Background: an optimization exercise with open tools, aiming at small area. Do not read the settings as production practice.
In this exercise RTL edits were held to simulation tests only and were not proved equivalent to the original.
No driver is modelled on the clock port, so clocking that relies on it looks cheaper here than on a real chip.
No activity file was given, so power comes from the tool's default toggle rates.

File: flow/design.v
module cache #(
    localparam ByteOffsetBits = 4,
    localparam IndexBits = 6,
    localparam TagBits = 22,
    localparam NrWordsPerLine = 4,
    localparam NrLines = 64,
    localparam LineSize = 32 * NrWordsPerLine
) (
    input logic clk_i,
    input logic rstn_i,
    input logic [31:0] addr_i,
    input logic read_en_i,
    output logic read_valid_o,
    output logic [31:0] read_word_o,
    output logic [31:0] mem_addr_o,
    output logic mem_read_en_o,
    input logic mem_read_valid_i,
    input logic [LineSize-1:0] mem_read_data_i
);
    logic [TagBits-1:0] tag_mem [0:NrLines-1];       
    logic [LineSize-1:0] data_mem [0:NrLines-1];     
    logic valid_mem [0:NrLines-1];                   
    logic [TagBits-1:0] tag;                         
    logic [IndexBits-1:0] index;                     
    logic [ByteOffsetBits-1:0] offset;               
    assign tag = addr_i[31:10];
    assign index = addr_i[9:4];
    assign offset = addr_i[3:2];
    logic hit;
    assign hit = (valid_mem[index] && (tag_mem[index] == tag) && read_en_i);
    always_comb begin
        if (hit) 
            read_word_o = data_mem[index][offset * 32 +: 32];
	else read_word_o = 32'b0;
    end
    assign read_valid_o = hit;
    assign mem_addr_o = {tag, index, 4'b0};  
    assign mem_read_en_o = !hit;
    always_ff @(posedge clk_i or negedge rstn_i) begin
        if (!rstn_i) begin
            integer i;
            for (i = 0; i < NrLines; i = i + 1) begin
                valid_mem[i] <= 1'b0;
                tag_mem[i] <= {TagBits{1'b0}};
                data_mem[i] <= {LineSize{1'b0}};
            end
        end else if (mem_read_valid_i) begin
            data_mem[index] <= mem_read_data_i;  
            tag_mem[index] <= tag;              
            valid_mem[index] <= 1'b1;           
        end
    end
endmodule
File: flow/run.sh
#!/bin/bash
# synth_recipe.tcl (not shown) runs the flow's synth.tcl, then flattens the netlist and writes it again
# the make line also repeats each setting of config.mk as NAME=value (left out here)
make -C /OpenROAD-flow-scripts/flow DESIGN_CONFIG=/design/flow/config.mk WORK_HOME=/design/flow/orfs CLKGATE_MAP_FILE= SYNTH_SCRIPT=/design/flow/synth_recipe.tcl finish
File: flow/config.mk
export PLATFORM = sky130hd
export DESIGN_NAME = cache
export DESIGN_NICKNAME = cache
export VERILOG_FILES = /design/flow/design.v
export SDC_FILE = /design/flow/constraint.sdc
export NUM_CORES = 8
export LEC_CHECK = 0
export CAP_MARGIN = 20
export CORE_MARGIN = 2
export CORE_UTILIZATION = 40
export SLEW_MARGIN = 40
File: flow/constraint.sdc
create_clock -name core_clock -period 12.0 [get_ports {clk_i}]
set_input_delay 2.4000 -clock core_clock [delete_from_list [all_inputs] [get_ports {clk_i}]]
set_output_delay 2.4000 -clock core_clock [all_outputs]
set_load 0.01 [all_outputs]
==> results.sh, run 1 <==
export IMPL_cts_hold_buf=0
export IMPL_clkTransAtPathRegs_ns=0.06
export IMPL_post_cts_buffers=0
export IMPL_fillers=91600
export IMPL_avgSynthCellArea_sq_um=13.5
export IMPL_ys_ff_latch=9664
export IMPL_track_usage=0.361
export IMPL_crit_path_end_kind="output port"
export IMPL_setup_viol_count_final=0
export IMPL_swShare=0.251
export IMPL_drt_first_pass_iters=9
export IMPL_yosysTopAreaCell="dfrtp_1"
export IMPL_numPortBuffers=223
export IMPL_placed_cells=42500
export IMPL_max_freq_mhz=85.4
export IMPL_die_h_mm=1.02
export IMPL_post_route_period_util=0.976
export IMPL_fin_skew_ns=0
export IMPL_power_density_nw_per_um2=165
export IMPL_min_period_ns=11.71
export IMPL_finalMaxSlewViolations=0
export IMPL_cts_buffers=960
export IMPL_async_flop_share=1.00
export IMPL_comb_power_share=0.094
export IMPL_ir_drop_uv=163
export IMPL_synthMuxAreaShare=0.250
export IMPL_gp_congestion=0.863
export IMPL_crit_arrival_ns=9.31
export IMPL_cts_max_level=6
export IMPL_grt_pass1_wl_mm=2610
export IMPL_dieArea_sq_um=1050000
export IMPL_synthTopCellsByArea="dfrtp_1 58%, mux2_2 25%, a22oi_1 5.8%"
export IMPL_netlist_area_leader_share=0.582
export IMPL_num_vias=310000
export IMPL_final_common_cell="dfrtp_1"
export IMPL_p_switching_uw=19500
export IMPL_die_w_mm=1.02
export IMPL_synth_flop_cell="dfrtp_1"
export IMPL_power_frac_clock=0.402
export IMPL_drc_errors=0
export IMPL_routed_via_density=6.96
export IMPL_grt_max_degree=166
export IMPL_rows=374
export IMPL_syn_inst=30800
export IMPL_io_pin_count=230
export IMPL_syn_cell_area_sq_um=416000
export IMPL_hold_path_class="reg2reg"
export IMPL_seq_power_share=0.504
export IMPL_yosysWarnings=4
export IMPL_coreArea_sq_um=1040000
export IMPL_rsz0062_at_grt="no"
export IMPL_antenna_found_initial=236
export IMPL_cts_tree="done"
export IMPL_worst_pin_slew_ns=1.08
export IMPL_synth_edf_count=0
export IMPL_internal_power_uw=58100
export IMPL_clk_latency_ns=1.20
export IMPL_syn_to_final_growth_pct=13.4
export IMPL_p_leak_uw=0.221
export IMPL_ant_nets=0
export IMPL_grt_pass1_vias=296000
export IMPL_synth_top_family_by_area="multiplexers"
export IMPL_path_class="in2out"
export IMPL_final_cell_mix="9664 x dfrtp_1, 9140 x mux2_2, 3188 x a22oi_1, 971 x clkbuf_16, 905 x nand2_1"
export IMPL_cts_buffer_depth=5
export IMPL_yosys_area_share_xor_xnor=0.000126
export IMPL_yosysUniqueCellTypes=88
export IMPL_grt_overflow_total=0
export IMPL_post_dp_hpwl_mm=1060
export IMPL_cp_data_required_time_ns=9.60
export IMPL_yosysSeqAreaShare=0.582
export IMPL_drive_gt1_frac=0.403
export IMPL_routed_wirelength_mm=1950
export IMPL_cts_resized=0
export IMPL_maxCapViolations=0
export IMPL_synthAdderAreaFrac=0
export IMPL_fin_tns_setup_ns=0
export IMPL_startpoint_type="input pin"
export IMPL_wire_per_inst_microns=43.9
export IMPL_cp_max_fo=41
export IMPL_hold_violations=0
export IMPL_cts_root_buf="clkbuf_16"
export IMPL_nets=30000
export IMPL_slew_headroom=0.282
export IMPL_placed_area_sq_um=438000
export IMPL_synthSimpleGateAreaFrac=0.0442
export IMPL_fin_area_sq_um=471000
export IMPL_start_util=0.401
export IMPL_cts_sinks=9664
export IMPL_synth_compound_area_frac=0.0913
export IMPL_drt_iter0_markers=49200
export IMPL_total_power_uw=77600
export IMPL_finalNonFillerCells=44500
export IMPL_status="complete, no violations"
## kinds of logic (layout without fill, tap and decap cells)
| kind of cell | after synthesis | count (layout) |
|---|---|---|
| flip-flops | 9664 | 9664 |
| AND/OR/NAND/NOR | 3473 | 3473 |
| multiplexers | 9215 | 9215 |
| buffers and inverters | 3382 | 3210 |
| other | 1 | 129 |
| XOR/XNOR | 6 | 6 |
| AO/OA/AOI/OAI | 5034 | 5034 |
## area by class of cell
type                       instances  area (sq um)  share of cell area
sequential                      9664        242000               0.513
multi-input combinational      17700        162000               0.345
clock buffer                    1484         28800              0.0612
timing repair buffer            1442         17500              0.0371
tap                            13700         17200              0.0364
clock inverter                   266          3200             0.00679
antenna                          125           313            0.000664
inverter                          18          70.1            0.000149
## path summary, 6_finish.rpt
path                                              from                            end  slack [ns]  depth (start not counted)
min in group asynchronous                       rstn_i     tag_mem[47][6]$_DFFE_PN0P_        1.14                          1
setup reg to reg           data_mem[0][20]$_DFFE_PN0P_    data_mem[0][20]$_DFFE_PN0P_       10.87                          1
hold / removal               valid_mem[23]$_DFFE_PN0P_      valid_mem[23]$_DFFE_PN0P_        0.47                          1
setup / recovery                             addr_i[6]                read_word_o[20]        0.29                         15
hold reg to reg              valid_mem[23]$_DFFE_PN0P_      valid_mem[23]$_DFFE_PN0P_        0.47                          1
max in group asynchronous                       rstn_i  data_mem[32][109]$_DFFE_PN0P_        7.52                          8
## cells in the mapped netlist (17+ instances only)
| cell type | count |
|---|---|
| a2111oi_0 | 76 |
| a21oi_1 | 84 |
| a221o_1 | 33 |
| a221oi_1 | 496 |
| a22o_1 | 491 |
| a22oi_1 | 3188 |
| a31o_2 | 30 |
| a32o_1 | 24 |
| and3_1 | 265 |
| buf_1 | 761 |
| buf_2 | 342 |
| buf_4 | 37 |
| clkbuf_1 | 2214 |
| dfrtp_1 | 9664 |
| inv_1 | 17 |
| mux2_2 | 9140 |
| mux2i_1 | 43 |
| mux4_2 | 32 |
| nand2_1 | 967 |
| nand2b_1 | 66 |
| nand3_1 | 675 |
| nand4_1 | 848 |
| nor2_1 | 117 |
| nor3_1 | 139 |
| nor4_1 | 221 |
| o21ai_0 | 497 |
| or4_1 | 46 |
## worst max-delay path: stages
cell	delay (ns)
buf_4	0.53
buf_4	0.43
nand4bb_2	0.58
nor2_4	0.99
buf_4	0.62
buf_4	0.69
a22oi_1	0.26
nand4_1	0.17
nor2_1	0.06
nand4_1	0.31
nand3_1	0.47
a31o_2	0.58
nor4_2	0.68
buf_4	0.25
buf_12	0.10
## power by group through the flow
stage / Combinational, uW / Clock, uW / Sequential (uW)
floorplan: 4710 / 0 / 38900
global placement: 6730 / 0 / 39300
detailed placement: 7120 / 0 / 39600
CTS: 7140 / 31200 / 39000
global route: 7720 / 32500 / 39600
finish: 7280 / 31200 / 39100
## state kept, by name (all words and copies together), names as in the netlist
name / flops
tag_mem: 1408
valid_mem: 64
data_mem: 8192
## through the flow
step | hold slack (ns) | utilization | setup slack [ns]
3_5_place_dp | 0.453 | 0.423 | 0.736
6_report | 0.469 | 0.455 | 0.289
2_1_floorplan | 0.434 | - | 4.00
5_1_grt | 0.479 | 0.454 | 0.529
3_3_place_gp | 0.449 | 0.419 | 0.277
4_1_cts | 0.470 | 0.453 | 0.695
## routing by layer
layer,GRT usage,part of all wire
met1,0.468,0.37
met2,0.524,0.42
met5,0,0.00030
met4,0.240,0.079
met3,0.108,0.13
==> run 2: changes to the inputs <==
==> flow/design.v (replaced) <==
module cache_o22ai (input logic a1, a2, b1, b2, output logic y);
    assign y = ~((a1 | a2) & (b1 | b2));
endmodule
module cache_a222oi (input logic a1, a2, b1, b2, c1, c2, output logic y);
    assign y = ~((a1 & a2) | (b1 & b2) | (c1 & c2));
endmodule
module cache_nand2 (input logic a, b, output logic y);
    assign y = ~(a & b);
endmodule
module cache_nand4 (input logic a, b, c, d, output logic y);
    assign y = ~(a & b & c & d);
endmodule
module cache_nor2 (input logic a, b, output logic y);
    assign y = ~(a | b);
endmodule
module cache_nand3 (input logic a, b, c, output logic y);
    assign y = ~(a & b & c);
endmodule
module cache_mux64 (input logic [63:0] s, input logic [63:0] d, output logic y);
    logic [21:0] n1;
    logic [5:0] p2;
    logic [2:0] q3;
    for (genvar g = 0; g < 21; g++) begin : g_l1
        cache_a222oi u (.a1(s[3*g]), .a2(d[3*g]), .b1(s[3*g+1]), .b2(d[3*g+1]),
                        .c1(s[3*g+2]), .c2(d[3*g+2]), .y(n1[g]));
    end
    cache_nand2 u_l1_last (.a(s[63]), .b(d[63]), .y(n1[21]));
    for (genvar g = 0; g < 5; g++) begin : g_l2
        cache_nand4 u (.a(n1[4*g]), .b(n1[4*g+1]), .c(n1[4*g+2]), .d(n1[4*g+3]), .y(p2[g]));
    end
    cache_nand2 u_l2_last (.a(n1[20]), .b(n1[21]), .y(p2[5]));
    for (genvar g = 0; g < 3; g++) begin : g_l3
        cache_nor2 u (.a(p2[2*g]), .b(p2[2*g+1]), .y(q3[g]));
    end
    cache_nand3 u_l4 (.a(q3[0]), .b(q3[1]), .c(q3[2]), .y(y));
endmodule
module cache #(
    localparam ByteOffsetBits = 4,
    localparam IndexBits = 6,
    localparam TagBits = 22,
    localparam NrWordsPerLine = 4,
    localparam NrLines = 64,
    localparam LineSize = 32 * NrWordsPerLine
) (
    input logic clk_i,
    input logic rstn_i,
    input logic [31:0] addr_i,
    input logic read_en_i,
    output logic read_valid_o,
    output logic [31:0] read_word_o,
    output logic [31:0] mem_addr_o,
    output logic mem_read_en_o,
    input logic mem_read_valid_i,
    input logic [LineSize-1:0] mem_read_data_i
);
    localparam EntryBits = LineSize + TagBits;    
    logic [TagBits-1:0] tag;
    logic [IndexBits-1:0] index;
    logic [1:0] offset;
    assign tag = addr_i[31:10];
    assign index = addr_i[9:4];
    assign offset = addr_i[3:2];
    logic [NrLines-1:0] sel, we, nwe;
    always_comb begin
        for (int l = 0; l < NrLines; l++) begin
            sel[l] = (index == l[IndexBits-1:0]);
            we[l] = mem_read_valid_i & sel[l];
            nwe[l] = ~we[l];
        end
    end
    logic [EntryBits-1:0] din;
    assign din = {tag, mem_read_data_i};
    logic [NrLines-1:0] valid_q;
    always_ff @(posedge clk_i or negedge rstn_i) begin
        if (!rstn_i) valid_q <= '0;
        else valid_q <= valid_q | we;
    end
    logic [EntryBits-1:0] entry_q [NrLines];
    logic [EntryBits-1:0] entry_d [NrLines];
    logic [NrLines-1:0] pol_q, pol_d;
    for (genvar l = 0; l < NrLines; l++) begin : g_line
        for (genvar b = 0; b < EntryBits; b++) begin : g_bit
            cache_o22ai u_next (.a1(entry_q[l][b]), .a2(we[l]), .b1(din[b]), .b2(nwe[l]),
                                .y(entry_d[l][b]));
        end
        cache_nand2 u_pol (.a(pol_q[l]), .b(nwe[l]), .y(pol_d[l]));
        always_ff @(posedge clk_i) begin
            entry_q[l] <= entry_d[l];
            pol_q[l] <= pol_d[l];
        end
    end
    logic [EntryBits-1:0] col;
    for (genvar b = 0; b < EntryBits; b++) begin : g_col
        logic [NrLines-1:0] d;
        for (genvar l = 0; l < NrLines; l++) begin : g_d
            assign d[l] = entry_q[l][b];
        end
        cache_mux64 u_mux (.s(sel), .d(d), .y(col[b]));
    end
    logic valid_sel, pol_sel;
    cache_mux64 u_vmux (.s(sel), .d(valid_q), .y(valid_sel));
    cache_mux64 u_pmux (.s(sel), .d(pol_q), .y(pol_sel));
    logic [LineSize-1:0] line_raw;
    logic [TagBits-1:0] tag_raw;
    assign {tag_raw, line_raw} = col;
    logic tag_eq0, tag_eq1, hit;
    assign tag_eq0 = (tag_raw == tag);
    assign tag_eq1 = (tag_raw == ~tag);
    assign hit = valid_sel && (pol_sel ? tag_eq1 : tag_eq0) && read_en_i;
    logic [31:0] word_raw;
    assign word_raw = line_raw[offset * 32 +: 32];
    assign read_word_o = word_raw ^ {32{pol_sel}};
    assign read_valid_o = hit;
    assign mem_addr_o = {tag, index, 4'b0};
    assign mem_read_en_o = !hit;
endmodule
--- a/flow/config.mk
+++ b/flow/config.mk
@@ -9,3 +9,7 @@
 export CORE_MARGIN = 2
-export CORE_UTILIZATION = 40
-export SLEW_MARGIN = 40
+export CORE_UTILIZATION = 45
+export CTS_CLUSTER_DIAMETER = 80
+export CTS_CLUSTER_SIZE = 25
+export SLEW_MARGIN = 20
+export SYNTH_HIERARCHICAL = 1
+export SYNTH_MINIMUM_KEEP_SIZE = 0
==> run 2 against run 1 <==
Now fails the layout checks on max-slew violations. Fmax about the same. Sequential share of layout area grew 6.7 points. Register-to-register slack improved by 0.28 ns. Hold slack worse by 0.072 ns. Sequential cell count grew 64. Critical path depth is 1 lower. Setup slack better by 0.0069 ns. Largest power group unchanged.
==> results.sh, run 2 <==
export IMPL_hold_path_class="reg2reg"
export IMPL_post_route_period_util=0.975
export IMPL_cts_root_buf="clkbuf_16"
export IMPL_fin_skew_ns=0
export IMPL_post_cts_buffers=0
export IMPL_slew_headroom=-0.0903
export IMPL_num_vias=289000
export IMPL_avgSynthCellArea_sq_um=12.1
export IMPL_post_dp_hpwl_mm=838
export IMPL_antenna_found_initial=137
export IMPL_syn_inst=24800
export IMPL_ir_drop_uv=151
export IMPL_netlist_area_leader_share=0.647
export IMPL_gp_congestion=0.912
export IMPL_fin_tns_setup_ns=0
export IMPL_final_common_cell="dfxtp_1"
export IMPL_crit_arrival_ns=9.30
export IMPL_coreArea_sq_um=663000
export IMPL_routed_wirelength_mm=1490
export IMPL_power_density_nw_per_um2=197
export IMPL_wire_per_inst_microns=42.0
export IMPL_nets=26500
export IMPL_drt_iter0_markers=60300
export IMPL_largest_reg_flops=9600
export IMPL_synth_flop_cell="dfxtp_1"
export IMPL_fin_area_sq_um=336000
export IMPL_rows=299
export IMPL_cts_buffer_depth=4
export IMPL_grt_overflow_total=0
export IMPL_fillers=58500
export IMPL_cts_max_level=5
export IMPL_die_h_microns=819
export IMPL_status="complete, but fails checks"
export IMPL_grt_max_degree=129
export IMPL_path_class="in2out"
export IMPL_numPortBuffers=223
export IMPL_synthTopCellsByArea="dfxtp_1 65%, o22ai_1 20%, a222oi_1 11%"
export IMPL_cts_buffers=453
export IMPL_placed_cells=34800
export IMPL_cts_hold_buf=0
export IMPL_start_util=0.451
export IMPL_synth_most_common_cell="dfxtp_1"
export IMPL_synth_top_cells_by_count="9664 x dfxtp_1, 9602 x o22ai_1, 3195 x a222oi_1, 761 x nand4_1, 539 x nor2_1"
export IMPL_finalMaxSlewViolations=67
export IMPL_cp_data_required_time_ns=9.60
export IMPL_routed_via_density=8.12
export IMPL_largest_register="entry_q"
export IMPL_track_usage=0.419
export IMPL_worst_pin_slew_ns=1.64
export IMPL_dieArea_sq_um=671000
export IMPL_startpoint_type="input pin"
export IMPL_syn_cell_area_sq_um=299000
export IMPL_syn_to_final_growth_pct=12.5
export IMPL_finalNonFillerCells=35600
export IMPL_hold_ws_ns=0.398
export IMPL_clk_latency_ns=1.18
export IMPL_setup_viol_count_final=0
export IMPL_placed_area_sq_um=322000
export IMPL_yosysWarnings=10
export IMPL_rsz0062_at_grt="no"
export IMPL_yosysUniqueCellTypes=44
export IMPL_hold_violations=0
export IMPL_clkTransAtPathRegs_ns=0.09
export IMPL_grt_pass1_vias=269000
export IMPL_min_period_ns=11.70
export IMPL_cts_resized=0
export IMPL_p_leak_uw=0.119
export IMPL_max_freq_mhz=85.4
export IMPL_ys_ff_latch=9728
export IMPL_cts_sinks=9728
export IMPL_cp_max_fo=42
export IMPL_synth_edf_count=0
export IMPL_violations="max-slew violations"
export IMPL_drt_first_pass_iters=15
export IMPL_total_power_uw=66100
export IMPL_yosysSeqAreaShare=0.653
export IMPL_die_w_microns=819
export IMPL_drc_errors=0
export IMPL_top_regs="entry_q x9600, pol_q x64, valid_q x64"
export IMPL_maxCapViolations=0
export IMPL_async_flop_share=0.00658
export IMPL_crit_path_end_kind="output port"
export IMPL_io_pin_count=230
export IMPL_ant_nets=0
export IMPL_drive_gt1_frac=0.0742
export IMPL_grt_pass1_wl_mm=2060
export IMPL_final_cell_mix="9664 x dfxtp_1, 9602 x o22ai_1, 3195 x a222oi_1, 812 x buf_4, 761 x nand4_1"
export IMPL_yosysTopAreaCell="dfxtp_1"
export IMPL_cts_tree="done"
==> run 2: cell types whose count changed after synthesis, moves of 495 or more <==
cell      change
a222oi_1   +3190
buf_1       -757
nand2_1     -521
nand3_1     -513
dfrtp_1    -9600
a22oi_1    -3188
o22ai_1    +9595
mux2_2     -9140
dfxtp_1    +9664
a221oi_1    -495
clkbuf_1   -2199
==> run 2: kinds of logic after synthesis <==
logic type      synth area share
compound gates             0.309
xor+xnor                 0.00126
buf+inv                  0.00211
flops                      0.653
mux                      0.00241
other cells            0.0000125
simple gates              0.0330
==> run 2: worst max-delay path: stages <==
cell	delay [ns]
clkdlybuf4s50_1	0.86
nor2_1	0.42
nand3_1	0.37
nor2_4	0.92
buf_4	0.39
buf_4	0.68
a222oi_1	0.24
nand4_1	0.44
nor2_1	0.18
nand3_1	0.78
nand3_1	0.25
a211oi_2	0.29
nand3_1	0.36
clkdlybuf4s50_1	0.63
==> run 2: cell type report <==
cell class | instances | area [sq um] | area share
Antenna cell | 137 | 343 | 0.00102
Clock buffer | 542 | 12100 | 0.0360
Clock inverter | 118 | 1680 | 0.00498
Inverter | 76 | 771 | 0.00229
Multi-Input combinational cell | 14900 | 104000 | 0.310
Sequential cell | 9728 | 195000 | 0.580
Tap cell | 8879 | 11100 | 0.0330
Timing Repair Buffer | 1193 | 10900 | 0.0325
==> run 2: power by group <==
group          internal [uW]  switching [uW]
logic                   3050            3430
clock network           7730           10800
registers              38100            2970
total                  48900           17200
==> run 2: per-module statistics from Yosys, one instance, submodules excluded, a selection <==
module        cells  cell area [sq um]  copies in the design  flops+latches
cache         10200             198000                     1           9728
cache_a222oi      1               10.0                  3192              0
cache_nand2       1               3.75                   368              0
cache_nand3       1               5.00                   152              0
cache_nand4       1               6.26                   760              0
cache_nor2        1               3.75                   456              0
cache_o22ai       1               6.26                  9600              0
==> run 2: path summary, 6_finish.rpt <==
kind / startpoint / to / slack [ns] / depth (start not counted)
worst max-delay path: addr_i[6] / mem_read_en_o / 0.30 / 14
worst min-delay path: pol_q[27]$_DFF_P_ / pol_q[27]$_DFF_P_ / 0.40 / 1
worst max register to register: entry_q[43][142]$_DFF_P_ / entry_q[43][142]$_DFF_P_ / 11.15 / 1
worst min register to register: pol_q[27]$_DFF_P_ / pol_q[27]$_DFF_P_ / 0.40 / 1
max in group asynchronous: rstn_i / valid_q[35]$_DFF_PN0_ / 9.52 / 2
min in group asynchronous: rstn_i / valid_q[3]$_DFF_PN0_ / 1.12 / 1
==> run 2: stage by stage <==
step,utilization,setup slack (ns)
final,0.508,0.296
after floorplan,-,0.0110
after CTS,0.507,0.837
after global placement,0.486,0.846
after detailed placement,0.486,0.842
after global routing,0.507,0.627
==> run 2: layer usage <==
metal / part of all wire / track usage / wire length (microns)
met5: 0.00053 / 0.00261 / 795
met4: 0.088 / 0.303 / 131000
met3: 0.16 / 0.166 / 233000
met2: 0.40 / 0.594 / 604000
met1: 0.35 / 0.517 / 525000
==> run 3: changes to the inputs <==
==> flow/flow/run.sh (new file) <==
#!/bin/bash
# Own layout flow: the standard flow (standard.sh), step by step, with
#  - the standard synthesis, unchanged;
#  - port buffers of buf_2;
#  - clock tree synthesis without dummy loads and with larger sink clusters.
# Each step's full output goes to a log file of its own in this folder.
set -euo pipefail
P=sky130_fd_sc_hd__

bash standard.sh synth > log_1_synth.txt 2>&1

export BUFFER_PORTS_ARGS="-buffer_cell ${P}buf_2"
bash standard.sh floorplan > log_2_floorplan.txt 2>&1
bash standard.sh place > log_3_place.txt 2>&1

export CTS_ARGS="-sink_clustering_enable -repair_clock_nets -dont_use_dummy_load \
-sink_clustering_size 25 -sink_clustering_max_diameter 80 -buf_list ${P}clkbuf_16"
bash standard.sh cts > log_4_cts.txt 2>&1
unset CTS_ARGS

bash standard.sh route > log_5_route.txt 2>&1
bash standard.sh finish > log_6_finish.txt 2>&1
==> flow/standard.sh (new file) <==
#!/bin/bash
# synth_recipe.tcl (not shown) runs the flow's synth.tcl, then flattens the netlist and writes it again
# the make line also repeats each setting of config.mk as NAME=value (left out here)
make -C /OpenROAD-flow-scripts/flow DESIGN_CONFIG=/design/flow/config.mk WORK_HOME=/design/flow/orfs CLKGATE_MAP_FILE= SYNTH_SCRIPT=/design/flow/synth_recipe.tcl "${@:-finish}"
--- a/flow/config.mk
+++ b/flow/config.mk
@@ -10,5 +10,3 @@
 export CORE_UTILIZATION = 45
-export CTS_CLUSTER_DIAMETER = 80
-export CTS_CLUSTER_SIZE = 25
-export SLEW_MARGIN = 20
+export SLEW_MARGIN = 30
 export SYNTH_HIERARCHICAL = 1
removed: flow/run.sh
==> run 3 against run 2 <==
The run now finishes clean. Via count grew 1.1%. Register-to-register slack is essentially flat. Clock power shrank 8%.
==> results.sh, run 3 <==
export IMPL_drive_gt1_frac=0.0698
export IMPL_io_pin_count=230
export IMPL_async_flop_share=0.00658
export IMPL_drt_first_pass_iters=17
export IMPL_synthTopCellsByArea="dfxtp_1 65%, o22ai_1 20%, a222oi_1 11%"
export IMPL_synth_edf_count=0
export IMPL_placed_area_sq_um=321000
export IMPL_ir_drop_uv=156
export IMPL_final_cell_mix="9664 x dfxtp_1, 9602 x o22ai_1, 3195 x a222oi_1, 782 x buf_4, 761 x nand4_1"
export IMPL_maxCapViolations=0
export IMPL_start_util=0.451
export IMPL_syn_cell_area_sq_um=299000
export IMPL_die_w_microns=819
export IMPL_routed_via_density=8.26
export IMPL_cp_data_required_time_ns=9.60
export IMPL_synth_top_cells_by_count="9664 x dfxtp_1, 9602 x o22ai_1, 3195 x a222oi_1, 761 x nand4_1, 539 x nor2_1"
export IMPL_drc_errors=0
export IMPL_drt_iter0_markers=65000
export IMPL_ys_ff_latch=9728
export IMPL_power_density_nw_per_um2=194
export IMPL_antenna_found_initial=165
export IMPL_cp_max_fo=34
export IMPL_clk_latency_ns=1.18
export IMPL_dieArea_sq_um=671000
export IMPL_cts_hold_buf=0
export IMPL_wire_per_inst_microns=43.0
export IMPL_setup_viol_count_final=0
export IMPL_syn_to_final_growth_pct=11.3
export IMPL_hold_path_class="reg2reg"
export IMPL_fin_area_sq_um=333000
export IMPL_seq_power_share=0.636
export IMPL_internal_power_uw=47800
export IMPL_cts_max_level=5
export IMPL_largest_register="entry_q"
export IMPL_max_freq_mhz=90.7
export IMPL_grt_overflow_total=0
export IMPL_power_frac_clock=0.265
export IMPL_startpoint_type="input pin"
export IMPL_post_route_period_util=0.919
export IMPL_post_cts_buffers=0
export IMPL_fin_skew_ns=0
export IMPL_clkTransAtPathRegs_ns=0.08
export IMPL_p_switching_uw=16700
export IMPL_slew_headroom=0.156
export IMPL_avgSynthCellArea_sq_um=12.1
export IMPL_grt_pass1_wl_mm=2090
export IMPL_track_usage=0.428
export IMPL_routed_wirelength_mm=1520
export IMPL_fin_util=0.502
export IMPL_netlist_area_leader_share=0.647
export IMPL_hold_violations=0
export IMPL_rsz0062_at_grt="no"
export IMPL_status="complete, no violations"
export IMPL_grt_max_degree=110
export IMPL_comb_power_share=0.099
export IMPL_p_leak_uw=0.118
export IMPL_yosysUniqueCellTypes=44
export IMPL_post_dp_hpwl_mm=841
export IMPL_min_period_ns=11.02
export IMPL_swShare=0.259
export IMPL_ant_nets=0
export IMPL_yosysSeqAreaShare=0.653
export IMPL_yosysWarnings=10
export IMPL_final_common_cell="dfxtp_1"
export IMPL_num_vias=292000
export IMPL_gp_congestion=0.918
export IMPL_die_h_microns=819
export IMPL_cts_sinks=9728
export IMPL_finalMaxSlewViolations=0
export IMPL_coreArea_sq_um=663000
export IMPL_grt_pass1_vias=270000
export IMPL_synth_most_common_cell="dfxtp_1"
export IMPL_worst_pin_slew_ns=1.27
export IMPL_syn_inst=24800
export IMPL_crit_path_end_kind="output port"
export IMPL_synth_flop_cell="dfxtp_1"
export IMPL_cts_buffer_depth=4
export IMPL_yosysTopAreaCell="dfxtp_1"
export IMPL_cts_buffers=457
export IMPL_cts_tree="done"
export IMPL_crit_arrival_ns=8.62
export IMPL_largest_reg_flops=9600
export IMPL_numPortBuffers=223
export IMPL_nets=26500
export IMPL_top_regs="entry_q x9600, pol_q x64, valid_q x64"
export IMPL_fin_tns_setup_ns=0
export IMPL_cts_root_buf="clkbuf_16"
export IMPL_path_class="in2out"
export IMPL_rows=299
export IMPL_cts_resized=0
[run 3: changes by cell type in the layout (fill, tap and decap cells not counted), moves of 30 or more]
cell | previous run | this run
buf_12 | 167 | 119
buf_2 | 140 | 212
buf_4 | 812 | 782
clkbuf_1 | 53 | 0
clkbuf_8 | 30 | 0
clkdlybuf4s50_1 | 70 | 0
diode_2 | 137 | 177
[run 3: worst max-delay path, stage by stage]
cell and delay [ns]:
buf_2 0.30, nand2b_2 0.83, nor2_4 0.36, buf_12 0.32
a222oi_1 0.37, nand4_1 0.20, nor2_1 0.24, nand3_1 0.15
xnor2_2 0.86, nand3_1 0.98, or4_1 0.74, a211oi_2 0.30
and3_1 0.30, buf_2 0.17
[run 3: per-stage QoR]
| stage | total power, uW | setup slack, ns | hold slack, ns | std cells |
|---|---|---|---|---|
| finish | 64500 | 0.976 | 0.398 | 35400 |
| global route | 66400 | 1.27 | 0.406 | 35300 |
| CTS | 64000 | 1.50 | 0.397 | 35200 |
| detailed placement | 47700 | 1.52 | 0.376 | 34700 |
| global placement | 47200 | 1.48 | 0.373 | 34700 |
| floorplan | 44900 | 0.0110 | 0.366 | 24800 |
[run 3: power groups by stage]
| stage | Sequential [uW] | Combinational, uW | Clock (uW) |
|---|---|---|---|
| final | 41100 | 6380 | 17100 |
| after detailed placement | 41600 | 6100 | 0 |
| after CTS | 40900 | 6090 | 17000 |
| after global routing | 41600 | 6730 | 18100 |
| after floorplan | 40900 | 3920 | 0 |
| after global placement | 41400 | 5790 | 0 |
[run 3: final timing paths]
kind	startpoint	end	slack [ns]	depth (start not counted)
max reg2reg	entry_q[23][39]$_DFF_P_	entry_q[23][39]$_DFF_P_	11.16	1
min	pol_q[61]$_DFF_P_	pol_q[61]$_DFF_P_	0.40	1
min in group asynchronous	rstn_i	valid_q[1]$_DFF_PN0_	1.06	1
min reg2reg	pol_q[61]$_DFF_P_	pol_q[61]$_DFF_P_	0.40	1
max	addr_i[8]	read_valid_o	0.98	14
max in group asynchronous	rstn_i	valid_q[44]$_DFF_PN0_	9.92	2
[run 3: logic make-up after synthesis]
kind of cell,synth area share
AO/OA/AOI/OAI,0.309
flip-flops,0.653
AND/OR/NAND/NOR,0.0330
buffers and inverters,0.00211
XOR/XNOR,0.00126
multiplexers,0.00241
other,0.0000125
[run 3: metal layers]
layer	global-route usage	part of all wire	vias up
met2	0.603	0.40	27200
met1	0.522	0.35	145000
met5	0.0106	0.00084	-
li1	-	-	113000
met4	0.330	0.094	88
met3	0.167	0.16	7012
[run 3: cell type report]
class | instances | area, sq um
Fill cell | 58900 | 330000
Sequential cell | 9728 | 195000
Multi-Input combinational cell | 14900 | 104000
Clock buffer | 457 | 11400
Tap cell | 8879 | 11100
Timing Repair Buffer | 1132 | 9690
Inverter | 76 | 773
Antenna cell | 177 | 443
[run 3: Yosys stat by module, one instance, submodules excluded, excerpt]
module        flops+latches  cells inside  copies in the design  area, sq um
cache                  9728         10200                     1       198000
cache_a222oi              0             1                  3192         10.0
cache_nand2               0             1                   368         3.75
cache_nand3               0             1                   152         5.00
cache_nand4               0             1                   760         6.26
cache_nor2                0             1                   456         3.75
cache_o22ai               0             1                  9600         6.26
==> run 4: changes to the inputs <==
--- a/flow/design.v
+++ b/flow/design.v
@@ -62,2 +62,7 @@
     assign offset = addr_i[3:2];
+    logic phase_q;
+    always_ff @(posedge clk_i or negedge rstn_i) begin
+        if (!rstn_i) phase_q <= 1'b0;
+        else phase_q <= ~phase_q;
+    end
     logic [NrLines-1:0] sel, we, nwe;
@@ -71,3 +76,3 @@
     logic [EntryBits-1:0] din;
-    assign din = {tag, mem_read_data_i};
+    assign din = {tag, mem_read_data_i} ^ {EntryBits{phase_q}};
     logic [NrLines-1:0] valid_q;
@@ -79,3 +84,2 @@
     logic [EntryBits-1:0] entry_d [NrLines];
-    logic [NrLines-1:0] pol_q, pol_d;
     for (genvar l = 0; l < NrLines; l++) begin : g_line
@@ -85,7 +89,3 @@
         end
-        cache_nand2 u_pol (.a(pol_q[l]), .b(nwe[l]), .y(pol_d[l]));
-        always_ff @(posedge clk_i) begin
-            entry_q[l] <= entry_d[l];
-            pol_q[l] <= pol_d[l];
-        end
+        always_ff @(posedge clk_i) entry_q[l] <= entry_d[l];
     end
@@ -99,15 +99,10 @@
     end
-    logic valid_sel, pol_sel;
+    logic valid_sel;
     cache_mux64 u_vmux (.s(sel), .d(valid_q), .y(valid_sel));
-    cache_mux64 u_pmux (.s(sel), .d(pol_q), .y(pol_sel));
-    logic [LineSize-1:0] line_raw;
-    logic [TagBits-1:0] tag_raw;
-    assign {tag_raw, line_raw} = col;
-    logic tag_eq0, tag_eq1, hit;
-    assign tag_eq0 = (tag_raw == tag);
-    assign tag_eq1 = (tag_raw == ~tag);
-    assign hit = valid_sel && (pol_sel ? tag_eq1 : tag_eq0) && read_en_i;
-    logic [31:0] word_raw;
-    assign word_raw = line_raw[offset * 32 +: 32];
-    assign read_word_o = word_raw ^ {32{pol_sel}};
+    logic [LineSize-1:0] line;
+    logic [TagBits-1:0] line_tag;
+    assign {line_tag, line} = col ^ {EntryBits{phase_q}};
+    logic hit;
+    assign hit = valid_sel && (line_tag == tag) && read_en_i;
+    assign read_word_o = line[offset * 32 +: 32];
     assign read_valid_o = hit;
==> flow/flow/run.sh (replaced) <==
#!/bin/bash
# Own layout flow: the standard flow (standard.sh) step by step, with
#  - the standard synthesis, unchanged;
#  - small cells only for buffering and sizing in placement and routing, so
#    that repair_design fixes slew and capacitance with buf_1/buf_2 trees;
#  - clock tree synthesis without dummy loads, with larger sink clusters;
#  - port buffers of buf_2.
# Each step's full output goes to a log file of its own in this folder.
set -euo pipefail

P=sky130_fd_sc_hd__
BIG="${P}buf_4 ${P}buf_6 ${P}buf_8 ${P}buf_12 ${P}buf_16 ${P}bufbuf_8 ${P}bufbuf_16 \
${P}clkbuf_4 ${P}clkbuf_8 ${P}clkbuf_16 ${P}clkdlybuf4s15_1 ${P}clkdlybuf4s15_2 \
${P}clkdlybuf4s18_1 ${P}clkdlybuf4s18_2 ${P}clkdlybuf4s25_1 ${P}clkdlybuf4s25_2 \
${P}clkdlybuf4s50_1 ${P}clkdlybuf4s50_2 ${P}dlymetal6s2s_1 ${P}dlymetal6s4s_1 ${P}dlymetal6s6s_1 \
${P}*_8 ${P}*_12 ${P}*_16"

bash standard.sh synth > log_1_synth.txt 2>&1

export BUFFER_PORTS_ARGS="-buffer_cell ${P}buf_2"
export DONT_USE_CELLS="$BIG"
bash standard.sh floorplan > log_2_floorplan.txt 2>&1
bash standard.sh place > log_3_place.txt 2>&1

# CTS may use the clock buffers; its timing repair afterwards sees the same list
export DONT_USE_CELLS="${P}buf_6 ${P}buf_8 ${P}buf_12 ${P}buf_16 ${P}bufbuf_8 ${P}bufbuf_16"
export CTS_ARGS="-sink_clustering_enable -repair_clock_nets -dont_use_dummy_load \
-sink_clustering_size 25 -sink_clustering_max_diameter 80 -buf_list ${P}clkbuf_16"
bash standard.sh cts > log_4_cts.txt 2>&1

export DONT_USE_CELLS="$BIG"
unset CTS_ARGS
bash standard.sh route > log_5_route.txt 2>&1
bash standard.sh finish > log_6_finish.txt 2>&1
--- a/flow/config.mk
+++ b/flow/config.mk
@@ -7,6 +7,6 @@
 export LEC_CHECK = 0
-export CAP_MARGIN = 20
+export CAP_MARGIN = 10
 export CORE_MARGIN = 2
 export CORE_UTILIZATION = 45
-export SLEW_MARGIN = 30
+export SLEW_MARGIN = 10
 export SYNTH_HIERARCHICAL = 1
==> run 4 against run 3 <==
Now fails the layout checks on max-slew violations. Fmax decreased by 4.2%. Setup slack got worse by 0.49 ns. Cell count decreased by 0.58%. Sequential cell count decreased by 63. Synthesized area decreased by 0.14%. Routed wire length increased by 3.2%. Count of clock-buffer cells in the layout decreased by 1. Critical endpoint is now read_word_o[26]. Largest cell class unchanged. Highest routed layer unchanged.
==> results.sh, run 4 <==
export IMPL_status="complete, but fails checks"
export IMPL_violations="max-slew violations"
export IMPL_clkTransAtPathRegs_ns=0.03
export IMPL_syn_inst=24800
export IMPL_track_usage=0.441
export IMPL_synth_top_cells_by_count="9602 x o22ai_1, 9600 x dfxtp_1, 3171 x a222oi_1, 759 x nand4_1, 535 x nor2_1"
export IMPL_synth_most_common_cell="o22ai_1"
export IMPL_start_util=0.451
export IMPL_ir_drop_uv=153
export IMPL_antenna_found_initial=152
export IMPL_r2r_start="phase_q$_DFF_PN0_"
export IMPL_yosysTopAreaCell="dfxtp_1"
export IMPL_clk_latency_ns=1.17
export IMPL_yosysSeqAreaShare=0.649
export IMPL_yosysWarnings=10
export IMPL_drt_first_pass_iters=14
export IMPL_rsz0062_at_grt="no"
export IMPL_final_common_cell="o22ai_1"
export IMPL_gr_usage_met3=0.195
export IMPL_num_vias=297000
export IMPL_cp_data_required_time_ns=9.60
export IMPL_synth_edf_count=0
export IMPL_avgSynthCellArea_sq_um=12.1
export IMPL_ys_ff_latch=9665
export IMPL_p_leak_uw=0.117
export IMPL_grt_max_degree=107
export IMPL_worst_pin_slew_ns=1.51
export IMPL_grtUsageMet1=0.530
export IMPL_netlist_area_leader_share=0.644
export IMPL_yosysUniqueCellTypes=36
export IMPL_cts_sinks=9665
export IMPL_path_cells="buf_2 -> nand2_1 -> nor2_4 -> buf_4 -> buf_4 -> a222oi_1 -> nand4_1 -> nor2_1 -> nand3_1 -> mux4_2 -> xnor2_1 -> buf_2"
export IMPL_slowest_delay_ns=1.26
export IMPL_synth_flop_cell="dfxtp_1"
export IMPL_setup_ws_ns=0.487
export IMPL_largest_reg_flops=9600
export IMPL_routed_via_density=8.44
export IMPL_post_route_period_util=0.959
export IMPL_reg2reg_depth=7
export IMPL_worstHoldStart="entry_q[5][57]$_DFF_P_"
export IMPL_drt_iter0_markers=67500
export IMPL_grt_pass1_vias=273000
export IMPL_nets=26500
export IMPL_die_w_microns=818
export IMPL_cts_max_level=5
export IMPL_io_pin_count=230
export IMPL_drc_errors=0
export IMPL_crit_buf_inv=4
export IMPL_slew_headroom=-0.00672
export IMPL_syn_to_final_growth_pct=12.0
export IMPL_maxCapViolations=0
export IMPL_grt_overflow_total=0
export IMPL_path_class="in2out"
export IMPL_rows=299
export IMPL_routed_wirelength_mm=1570
export IMPL_fin_tns_setup_ns=0
export IMPL_synthTopCellsByArea="dfxtp_1 64%, o22ai_1 20%, a222oi_1 11%"
export IMPL_die_h_microns=818
export IMPL_startpoint_type="input pin"
export IMPL_wire_per_inst_microns=44.6
export IMPL_setup_viol_count_final=0
export IMPL_grt_most_used_layer="met2"
export IMPL_grt_util_met2=0.612
export IMPL_fillers=58400
export IMPL_power_density_nw_per_um2=192
export IMPL_dieArea_sq_um=670000
export IMPL_crit_path_end_kind="output port"
export IMPL_syn_cell_area_sq_um=298000
export IMPL_min_period_ns=11.51
export IMPL_cts_resized=0
export IMPL_r2r_end="entry_q[11][29]$_DFF_P_"
export IMPL_async_flop_share=0.00673
export IMPL_cts_tree="done"
export IMPL_cp_max_fo=17
export IMPL_path_delay_family="simple AND/OR/NAND/NOR gates"
export IMPL_gp_congestion=0.914
export IMPL_cts_root_buf="clkbuf_16"
export IMPL_final_cell_mix="9602 x o22ai_1, 9600 x dfxtp_1, 3171 x a222oi_1, 824 x buf_4, 759 x nand4_1"
export IMPL_drive_gt1_frac=0.0759
export IMPL_cts_buffers=456
export IMPL_largest_register="entry_q"
export IMPL_max_freq_mhz=86.9
export IMPL_post_dp_hpwl_mm=872
export IMPL_fin_skew_ns=0.0827
export IMPL_post_cts_buffers=0
export IMPL_slowest_stage="a222oi_1"
export IMPL_coreArea_sq_um=662000
export IMPL_top_regs="entry_q x9600, valid_q x64, phase_q x1"
export IMPL_hold_violations=0
export IMPL_hold_ws_ns=0.444
export IMPL_hold_path_class="reg2reg"
export IMPL_numPortBuffers=223
export IMPL_whs_path_depth=1
export IMPL_rrSetupSlack_ns=6.37
export IMPL_grt_pass1_wl_mm=2140
export IMPL_cts_hold_buf=0
export IMPL_finalMaxSlewViolations=9
export IMPL_cts_buffer_depth=4
export IMPL_place_ws_ns=1.41
export IMPL_ant_nets=0
export IMPL_crit_arrival_ns=9.11
export IMPL_min_to="entry_q[5][57]$_DFF_P_"
run 4: changes by cell type after synthesis, sizes merged, moves of 3 or more:
cell / delta
buf: +17
dfxtp: -64
nand2b: -3
xnor2: -7
nand2: -61
a222oi: -24
o21ai: -4
nand3: -5
inv: -3
a211oi: -3
nor2: -5
o2bb2ai: +3
xor2: +161
run 4: worst reg2reg max path, delay by kind of cell (launching register included):
kind / cells / cell delay [ns]
compound gates: 1 / 0.25
xor+xnor: 1 / 0.43
buf+inv: 5 / 3.77
flops: 1 / 0.98
run 4: area by class of cell:
| type | count | area (sq um) | area share |
|---|---|---|---|
| timing repair buffer | 1148 | 9350 | 0.0279 |
| multi-input combinational | 15000 | 108000 | 0.322 |
| clock buffer | 456 | 11400 | 0.0341 |
| antenna | 126 | 315 | 0.000943 |
| tap | 8729 | 10900 | 0.0327 |
| inverter | 73 | 759 | 0.00227 |
| sequential | 9665 | 194000 | 0.580 |
run 4: through the flow:
step | cell area (sq um) | power, uW | instances | util
after floorplan | 299000 | 44900 | 24800 | -
after CTS | 334000 | 63500 | 35000 | 0.505
after detailed placement | 323000 | 47400 | 34600 | 0.488
after global placement | 323000 | 46800 | 34600 | 0.488
after global routing | 334000 | 66000 | 35000 | 0.505
final | 334000 | 64200 | 35100 | 0.505
run 4: Yosys stat by module (local to each module, per instance), a selection:
| module | times used | cells inside |
|---|---|---|
| cache_nand4 | 755 | 1 |
| cache_a222oi | 3171 | 1 |
| cache_nor2 | 453 | 1 |
| cache | 1 | 10300 |
| cache_o22ai | 9600 | 1 |
| cache_nand3 | 151 | 1 |
| cache_nand2 | 302 | 1 |
run 4: kinds of logic (layout without fill, tap and decap cells):
family          count (synthesis)  after routing  share of synthesized area
compound gates              12800          12800                      0.308
other cells                     1            130                  0.0000126
xor+xnor                      197            197                    0.00578
buf+inv                       148           1677                    0.00237
simple gates                 1928           1928                     0.0320
mux                            33             33                    0.00245
flops                        9665           9665                      0.649
run 4: layer usage:
layer / share of wire / up-vias
met2: 0.39 / 29600
met4: 0.097 / 88
met3: 0.17 / 8234
li1: - / 112000
met5: 0.00071 / -
met1: 0.34 / 146000
run 4: worst max path at each step:
stage | from | end | slack [ns] | cells past startpoint
2_1_floorplan | addr_i[7] | mem_read_en_o | 0.004 | 13
3_3_place_gp | addr_i[9] | mem_read_en_o | 1.38 | 14
3_5_place_dp | addr_i[9] | mem_read_en_o | 1.41 | 14
4_1_cts | addr_i[9] | mem_read_en_o | 1.40 | 14
5_1_grt | addr_i[8] | read_valid_o | 1.03 | 14
6_report | addr_i[8] | read_word_o[26] | 0.49 | 12
run 4: report_power, final:
group / total [uW] / internal (uW) / switching, uW / leakage [uW]
registers: 40800 / 37800 / 2980 / 0.0849
clock network: 17100 / 6760 / 10300 / 0.00562
logic: 6240 / 2940 / 3300 / 0.0270

## separate check: timing with driven ports
Ports are ideal in the flow. The routed layouts listed here were re-timed in OpenROAD. Step 1, drivers: a clkbuf_16 drives clk_i and a buf_2 each remaining input, both assumed. Step 2 moves the port delays by t, midway between the first and last clock arrival at a register: inputs arrive t later, outputs are due t later. That takes back most of the time a late clock gives input paths. a / b / c = no drivers / after step 1 / after step 2; a / b = the first two.
run	t, ns	setup slack, ns	worst setup path after step 2	slew at the worst register clock pin (ns)	pins driven straight from the clock port
run 1	1.308	0.289 / 0.263 / 0.263	input to output	0.07 / 0.07	1
run 2	1.315	0.296 / 0.273 / 0.273	input to output	0.11 / 0.11	1
run 3	1.280	0.976 / 0.952 / 0.952	input to output	0.11 / 0.11	1
run 4	1.292	0.487 / 0.469 / 0.469	input to output	0.11 / 0.11	1
For run 1, which loses most, drivers alone change the setup slack by -0.026 ns; drivers and shift together by -0.026 ns.
